Source: an optimization exercise on an open RTL-to-GDS flow (aim: small area). Production flows keep margins and buffers that such runs may drop. Only simulation tests tie the RTL to the original design; equivalence was not proved.

==> design/flow/run.sh <==
#!/bin/bash
# synth_recipe.tcl (not shown) runs the flow's synth.tcl, then flattens the netlist and writes it again
# the make line also repeats each setting of config.mk as NAME=value (left out here)
make -C /OpenROAD-flow-scripts/flow DESIGN_CONFIG=/design/flow/config.mk WORK_HOME=/design/flow/orfs CLKGATE_MAP_FILE= SYNTH_SCRIPT=/design/flow/synth_recipe.tcl finish
==> design/flow/config.mk <==
export PLATFORM = sky130hd
export DESIGN_NAME = CC
export DESIGN_NICKNAME = CC
export VERILOG_FILES = /design/flow/design.v
export SDC_FILE = /design/flow/constraint.sdc
export NUM_CORES = 4
export LEC_CHECK = 0
export CAP_MARGIN = 20
export CORE_MARGIN = 2
export CORE_UTILIZATION = 40
export PLACE_DENSITY = 0.6
export SLEW_MARGIN = 20
==> design/flow/constraint.sdc <==
create_clock -name core_clock -period 50.0 [get_ports {clk}]
set_input_delay 10.0000 -clock core_clock [delete_from_list [all_inputs] [get_ports {clk}]]
set_output_delay 10.0000 -clock core_clock [all_outputs]
set_load 0.01 [all_outputs]
==> design/flow/design.v <==
module CC(
           clk,
           rst_n,
           in_valid,
           mode,
           xi,
           yi,
           out_valid,
           xo,
           yo
       );
input               clk, rst_n, in_valid;
input       [1:0]   mode;
input       [7:0]   xi, yi;
output              out_valid;
output      [7:0]   xo, yo;
localparam S_IDLE = 3'd0;
localparam S_CAP  = 3'd1;
localparam S_DIV  = 3'd2;
localparam S_RUN  = 3'd3;
localparam S_MUL  = 3'd4;
localparam S_OUT  = 3'd5;
reg [2:0] st;
reg [1:0] op;
reg [4:0] cnt;
reg [1:0] md;
reg       valid;
reg       gneg;
reg       first;
reg       ph;
reg [7:0] X, Y, YU;
reg [7:0] AX, AR, AE, BX, BR;
reg [8:0] BE;           
reg [13:0] AQ, BQ, DY;
reg [13:0] T1;
reg [15:0] ACC;
assign out_valid = valid;
assign xo = X;
assign yo = Y & {8{valid}};
wire m0 = md == 2'd0;
wire m1 = md == 2'd1;
wire cap = (st == S_IDLE && in_valid) || st == S_CAP;
wire [1:0] pidx = (st == S_IDLE) ? 2'd0 : cnt[1:0];
wire p0 = cap && pidx == 2'd0;
wire p1 = cap && pidx == 2'd1;
wire p2 = cap && pidx == 2'd2;
wire p3 = cap && pidx == 2'd3;
wire lastm = p3 && !m1;
wire [7:0] xprev = lastm ? BX : AX;
wire [7:0] yprev = lastm ? BE[7:0] : YU;
wire [8:0] xsub = {xprev[7], xprev} + {~xi[7], ~xi} + 9'd1;
wire ycin = ~(pidx == 2'd2 && m0);
wire [8:0] ysub = {yprev[7], yprev} + {~yi[7], ~yi} + {8'd0, ycin};
wire [13:0] xsub14 = {{5{xsub[8]}}, xsub};
wire [13:0] ysub14 = {{5{ysub[8]}}, ysub};
wire div    = st == S_DIV;
wire render = st == S_RUN;
wire dinit  = div && cnt[4:1] == 4'd0;            
wire dlast  = div && cnt[4:1] == 4'd8;            
wire [7:0] initv = DY[7:0] & {8{AQ[8]}};          
wire [8:0] et = AE + AR + {7'd0, div & AQ[7]};
wire [9:0] eu = {1'b0, et} + {2'b11, ~DY[7:0]};   
wire       ec = ~eu[9];
wire [7:0] rem_new = ec ? eu[7:0] : et[7:0];
wire [8:0] fQ = (div && !dinit) ? {AQ[8], AQ[6:0], ec} : AQ[8:0];
wire [7:0] fR = render ? AR : (dinit ? initv : rem_new);
wire [7:0] fE = dinit ? initv : (dlast ? 8'd0 : rem_new);
wire [7:0] fX = AX + (AQ[7:0] & {8{render}}) + {7'd0, render & ec};
wire row_end  = ~first && X == AX;
wire last_row = Y == YU;
wire swap = div || (render && (first || row_end));
wire div_end = div && cnt == 5'd17;
wire mul  = st == S_MUL;
wire o0 = op == 2'd0, o1 = op == 2'd1, o2 = op == 2'd2, o3 = op == 2'd3;
wire smallop = m1 && !o3;
wire mstep = ~(smallop && cnt > 5'd6);
wire sh    = mul && (ph || !mstep);               
wire last  = sh && cnt == 5'd13;
wire sstep = cnt == (smallop ? 5'd6 : 5'd13);     
reg        bitA, bitB;
reg [13:0] PA, PB;
always @(*) begin
    if (!m1) begin
        bitA = DY[0];  bitB = AQ[0];
        PA = BQ;  PB = {{5{BE[8]}}, BE};
    end else begin
        case (op)
            2'd0: begin bitA = T1[0]; bitB = BX[0]; end
            2'd1: begin bitA = DY[0]; bitB = AQ[0]; end
            2'd2: begin bitA = BQ[0]; bitB = BR[0]; end
            default: begin bitA = T1[0]; bitB = DY[0]; end
        endcase
        case (op)
            2'd0, 2'd1: begin PA = {{6{AR[7]}}, AR}; PB = {{6{AE[7]}}, AE}; end
            2'd2:       begin PA = {{6{AX[7]}}, AX}; PB = {{6{BE[7]}}, BE[7:0]}; end
            default:    begin PA = BQ;               PB = AQ;               end
        endcase
    end
end
wire neg  = (ph ? (m1 ? op[0] : gneg) : (m1 ? 1'b0 : ~gneg)) ^ sstep;
wire mbit = mstep & (ph ? bitB : bitA);
wire [13:0] PM = ph ? PB : PA;
wire [15:0] pp = ({{2{PM[13]}}, PM} ^ {16{neg}}) & {16{mbit}};
wire [15:0] accin = ACC & {16{cnt != 5'd0 || ph}};
wire [15:0] asum = accin + pp + {15'd0, mbit & neg};
wire drop = asum[0];
wire d_zero = (ACC == 16'd0) && (T1 == 14'd0);
always @(posedge clk or negedge rst_n) begin
    if (!rst_n)
        X <= 8'd0;
    else if (st == S_OUT)
        X <= m1 ? 8'd0 : {ACC[2:0], DY[13:9]};
    else if (div_end || (render && row_end && !last_row))
        X <= BX;
    else if (render && !row_end)
        X <= X + 8'd1;
    else
        X <= 8'd0;
end
always @(posedge clk or negedge rst_n) begin
    if (!rst_n) begin
        st    <= S_IDLE;
        valid <= 1'b0;
    end else begin
        case (st)
            S_IDLE: begin
                valid <= 1'b0;
                if (in_valid) st <= S_CAP;
            end
            S_CAP:
                if (pidx == 2'd3) st <= m0 ? S_DIV : S_MUL;
            S_DIV:
                if (div_end) begin
                    st    <= S_RUN;
                    valid <= 1'b1;
                end
            S_RUN:
                if (row_end && last_row) begin
                    st    <= S_IDLE;
                    valid <= 1'b0;
                end
            S_MUL:
                if (last && (m1 ? o3 : o1)) st <= S_OUT;
            S_OUT: begin
                st    <= S_IDLE;
                valid <= 1'b1;
            end
            default: st <= S_IDLE;
        endcase
    end
end
always @(posedge clk) begin
    if (st == S_IDLE)
        cnt <= 5'd1;
    else if (p3 || last)
        cnt <= 5'd0;
    else if (!mul || sh)
        cnt <= cnt + 5'd1;
    ph <= mul && mstep && !ph;
    if (cap)
        op <= 2'd0;
    else if (last)
        op <= op + 2'd1;
    if (div_end)
        first <= 1'b1;
    else if (render)
        first <= row_end;
    if (last && o0)
        gneg <= asum[15];
    else if (cap)
        gneg <= 1'b0;
    if (p0)
        md <= mode;
    if (p0 || (p2 && m1))
        YU <= yi;                                 
    if (p2)
        Y <= yi;
    if (p0 || p2)
        AX <= xi;                                 
    else if (p3 && m1)
        AX <= xsub[7:0];                          
    else if (swap)
        AX <= BX;
    if (p1) begin
        AR <= xsub[7:0];                          
        AE <= ysub[7:0];                          
    end else if (swap) begin
        AR <= BR;
        AE <= BE[7:0];
    end
    if (p2)
        AQ <= xsub14;                             
    else if (swap)
        AQ[8:0] <= BQ[8:0];
    else if (sh && (m1 ? o1 : 1'b1))
        AQ <= {m1 ? drop : AQ[0], AQ[13:1]};
    if (p1 || (p3 && !m1))
        BX <= (p1 && m1) ? ysub[7:0] : xi;        
    else if (swap)
        BX <= fX;
    else if (sh && m1 && o0)
        BX <= {BX[7], BX[7:1]};
    if (p3)
        BQ <= xsub14;                             
    else if (swap)
        BQ[8:0] <= fQ;
    else if (sh && m1 && o2)
        BQ <= {drop, BQ[13:1]};
    if (p3)
        BR <= ysub[7:0];                          
    else if (swap)
        BR <= fR;
    else if (sh && m1 && o2)
        BR <= {BR[7], BR[7:1]};
    if (p1)
        BE[7:0] <= yi;                            
    else if (p3)
        BE <= ysub;                               
    else if (swap)
        BE[7:0] <= fE;
    if (p2)
        DY <= ysub14;                             
    else if (sh && (m1 ? (o1 || o3) : 1'b1))
        DY <= {(m1 || o1) ? drop : DY[0], DY[13:1]};
    if (p1)
        T1 <= xsub14;                             
    else if (sh && m1 && (o0 || o3))
        T1 <= {drop, T1[13:1]};
    ACC <= sh ? {asum[15], asum[15:1]} : asum;
    if (st == S_OUT)
        Y <= m1 ? {6'd0, d_zero, ~ACC[15] & ~d_zero} : DY[8:1];
    if (render && row_end)
        Y <= Y + 8'd1;
end
endmodule
==> impl_metrics.tcl <==
set metrics [dict create \
    cts_buffers 17 \
    grt_pass1_vias 9573 \
    yosys.area.top_type "edfxtp_1" \
    drc 0 \
    die_height_um 174.4 \
    multiInputGateArea_um2 6585 \
    syn_inst 1268 \
    ctsResizeCount 0 \
    core_um2 28630 \
    grt_max_degree 39 \
    synth-edff-count 124 \
    fillers 2728 \
    cts_setup_buffers 0 \
    place_area_um2 12350 \
    antenna_found_initial 0 \
    startpoint_type "input port" \
    vias 10254 \
    grtUsageMet2_pct 37.73 \
    end_kind "flop" \
    fin_setup_tns_ns 0 \
    status "no timing/DRC/antenna violations" \
    crit_path_max_fanout 4 \
    clk_latency_ns 0.45 \
    ys_ff_latch 161 \
    hp-start "DY[9]" \
    start_util_pct 40.55 \
    fp-row-count 62 \
    seq_area_frac_synth_pct 38.98 \
    reg2regPathDepth 29 \
    synth_area_leaders "edfxtp_1 (32%), ha_1 (6.5%), dfxtp_1 (4.3%)" \
    syn2layout_area_growth_pct 11.42 \
    die_w_um 174.4 \
    wl_per_cell_um 23.38 \
    r2r_start "AX[5]" \
    synth_commonest_cells "edfxtp_1 (124), nor2_1 (124), nand2_1 (117)" \
    clock-root-buffer "clkbuf_16" \
    final_max_slew_viol_count 0 \
    num_io_pins 38 \
    yosys_warnings 1 \
    post-place-ws_ns 36.85 \
    timing.fmax_ghz 0.07852 \
    insertedDiodeCount 0 \
    grt_util_all_layers_pct 25.82 \
    required_ns 50.18 \
    finalCritPeriodShare_pct 25.47 \
    worst_hold_path_type "flop to flop" \
    final_nets 1365 \
    first_pass_iters 6 \
    fin_crit_ns 12.74 \
    port_buffers 37 \
    critPathKind "input port to flop" \
    maxSlewHeadroom_pct 28.71 \
    maxCapViolCount 0 \
    synth_area_per_cell_um2 9.154 \
    whs_endpoint "X[0]" \
    reg2reg_slack_ns 42.73 \
    drt_iter0_drc 1371 \
    h-tree-depth 4 \
    design_area_um2 12930 \
    dp_hpwl_um 28980 \
    setup_viol 0 \
    rr_endpoint "BX[6]" \
    synth_fp_nets 1359 \
    hold_buffers 0 \
    dieArea_um2 30400 \
    final_hold_viol_count 0 \
    setup_slack_ns 37.26 \
    wl_um 39070 \
    seq_area_um2 4524 \
    viasPerCell 6.136 \
    synth.top_cell.area_share_pct 32.08 \
    cts_tree "built" \
    grtUsageMet1_pct 36.79 \
    placedCellCount 1639 \
    syn-cell-area_um2 11610 \
    post_layout_nonfiller_instances 1671 \
    yosys.cell_types.count 74 \
    final.setup_skew_ns 0.01488 \
    clock_sinks 161 \
    grt_pass1_wl_um 59260 \
    gr-total-overflow 0 \
    grt_use_met3_pct 5.665 \
    drive_above_1_share_pct 7.382 \
    cp_data_arrival_time_ns 12.92 \
    clockBufferDepth 2 \
    ys.flop_type "edfxtp_1" \
    rsz0062_at_grt "no" \
    cts.clk_slew.worst_paths_ns 0.07 \
    grt.busiest_layer "met2" \
    async_reset_ff_share_pct 7.453 \
    place_congestion 0.9271 \
    worst_slew_pin_slew_ns 1.065 \
    detail-route-antenna-nets 0 \
    holdPathStages 1 \
]
how the worst max path moves through the flow:
stage	slack, ns	end	start	cells past startpoint
floorplan	37.65	BR[6]	yi[0]	11
global placement	36.89	BR[6]	yi[0]	12
detailed placement	36.85	BR[6]	yi[0]	12
CTS	37.30	BX[6]	yi[0]	12
global route	37.03	BR[6]	yi[0]	12
finish	37.26	BX[6]	yi[0]	12
sequential cells by signal, summed over array words and instances (netlist names), 2 cells and up:
signal	count
ACC	16
AQ	14
BQ	14
DY	14
T1	14
BE	9
AE	8
AR	8
AX	8
BR	8
BX	8
X	8
YU	8
Y	8
cnt	5
st	3
md	2
op	2
cell type report:
type,count,area share [%]
Timing Repair Buffer,53,3.793
Tap cell,384,3.715
Clock inverter,15,1.238
Multi-Input combinational cell,970,50.92
Sequential cell,161,34.98
Inverter,71,2.061
Clock buffer,17,3.289
kinds of logic after synthesis:
family,after synthesis,share of synthesized area (%)
and+or+nand+nor,414,17.23
buffers and inverters,137,4.517
xor gates and xnor gates,84,6.338
adders and majority gates,70,8.192
DFF,161,38.98
muxes,42,3.891
AOI/OAI and AO/OA,360,20.86
layout by cell type, fill, tap and decap left out, drive strengths merged, types with 25 or more instances in the layout:
master,synthesis,layout
mux2,25,25
clkdlybuf4s50,0,37
a22oi,40,40
xnor2,43,43
o21ai,90,90
ha,60,60
nor2,125,125
inv,71,80
edfxtp,124,124
xor2,41,41
nand3,28,28
a21oi,62,62
nand2,117,117
and2,30,30
o21a,31,31
dfxtp,25,25
worst max-delay path: stages:
cell             delay (ns)
clkdlybuf4s50_1        0.49
inv_1                  0.10
fa_1                   0.47
fa_1                   0.41
a21o_1                 0.17
a21oi_1                0.24
o21bai_1               0.10
a21oi_1                0.20
xor2_1                 0.33
nor3_1                 0.10
a211oi_1               0.19
o31ai_1                0.10
layer usage:
| layer | routed length, um | up-vias | part of all wire [%] |
|---|---|---|---|
| met2 | 16570 | 611 | 42 |
| met3 | 4475 | 89 | 11 |
| met4 | 1483 | 0 | 3.8 |
| met1 | 16540 | 4902 | 42 |
| li1 | - | 4652 | - |
| met5 | 0 | - | 0 |
metrics by stage:
| step | hold WS, ns | utilization, % |
|---|---|---|
| after global placement | 0.5176 | 43.13 |
| after CTS | 0.5363 | 45.18 |
| after global routing | 0.5680 | 45.18 |
| after detailed placement | 0.5198 | 43.13 |
| after floorplan | 0.4782 | - |
| final | 0.5299 | 45.18 |

-- static timing again, ports no longer ideal --
In the flow no input, the clock included, has a driving cell. The finished layout below was timed again as built, in two steps.
Step 1, drivers: a clkbuf_16 drives clk and a buf_2 each remaining input, both assumed.
Step 2 times the ports against the registers' clock, not the clock port: input delays grow and output delays shrink by t, the midpoint of the rising clock arrivals with the driver on.
Three values: no drivers, after step 1, after step 2; two values: the first two.
t, ns: 0.492
slack for setup (ns): 37.264 / 37.291 / 36.798
latest minus earliest clock arrival (ns): 0.016 / 0.015
worst slew at a driven data input, ns: 0.04
After both steps setup and hold are still met in this run. For this run, drivers alone change the setup slack by +0.027 ns; drivers and shift together by -0.466 ns.
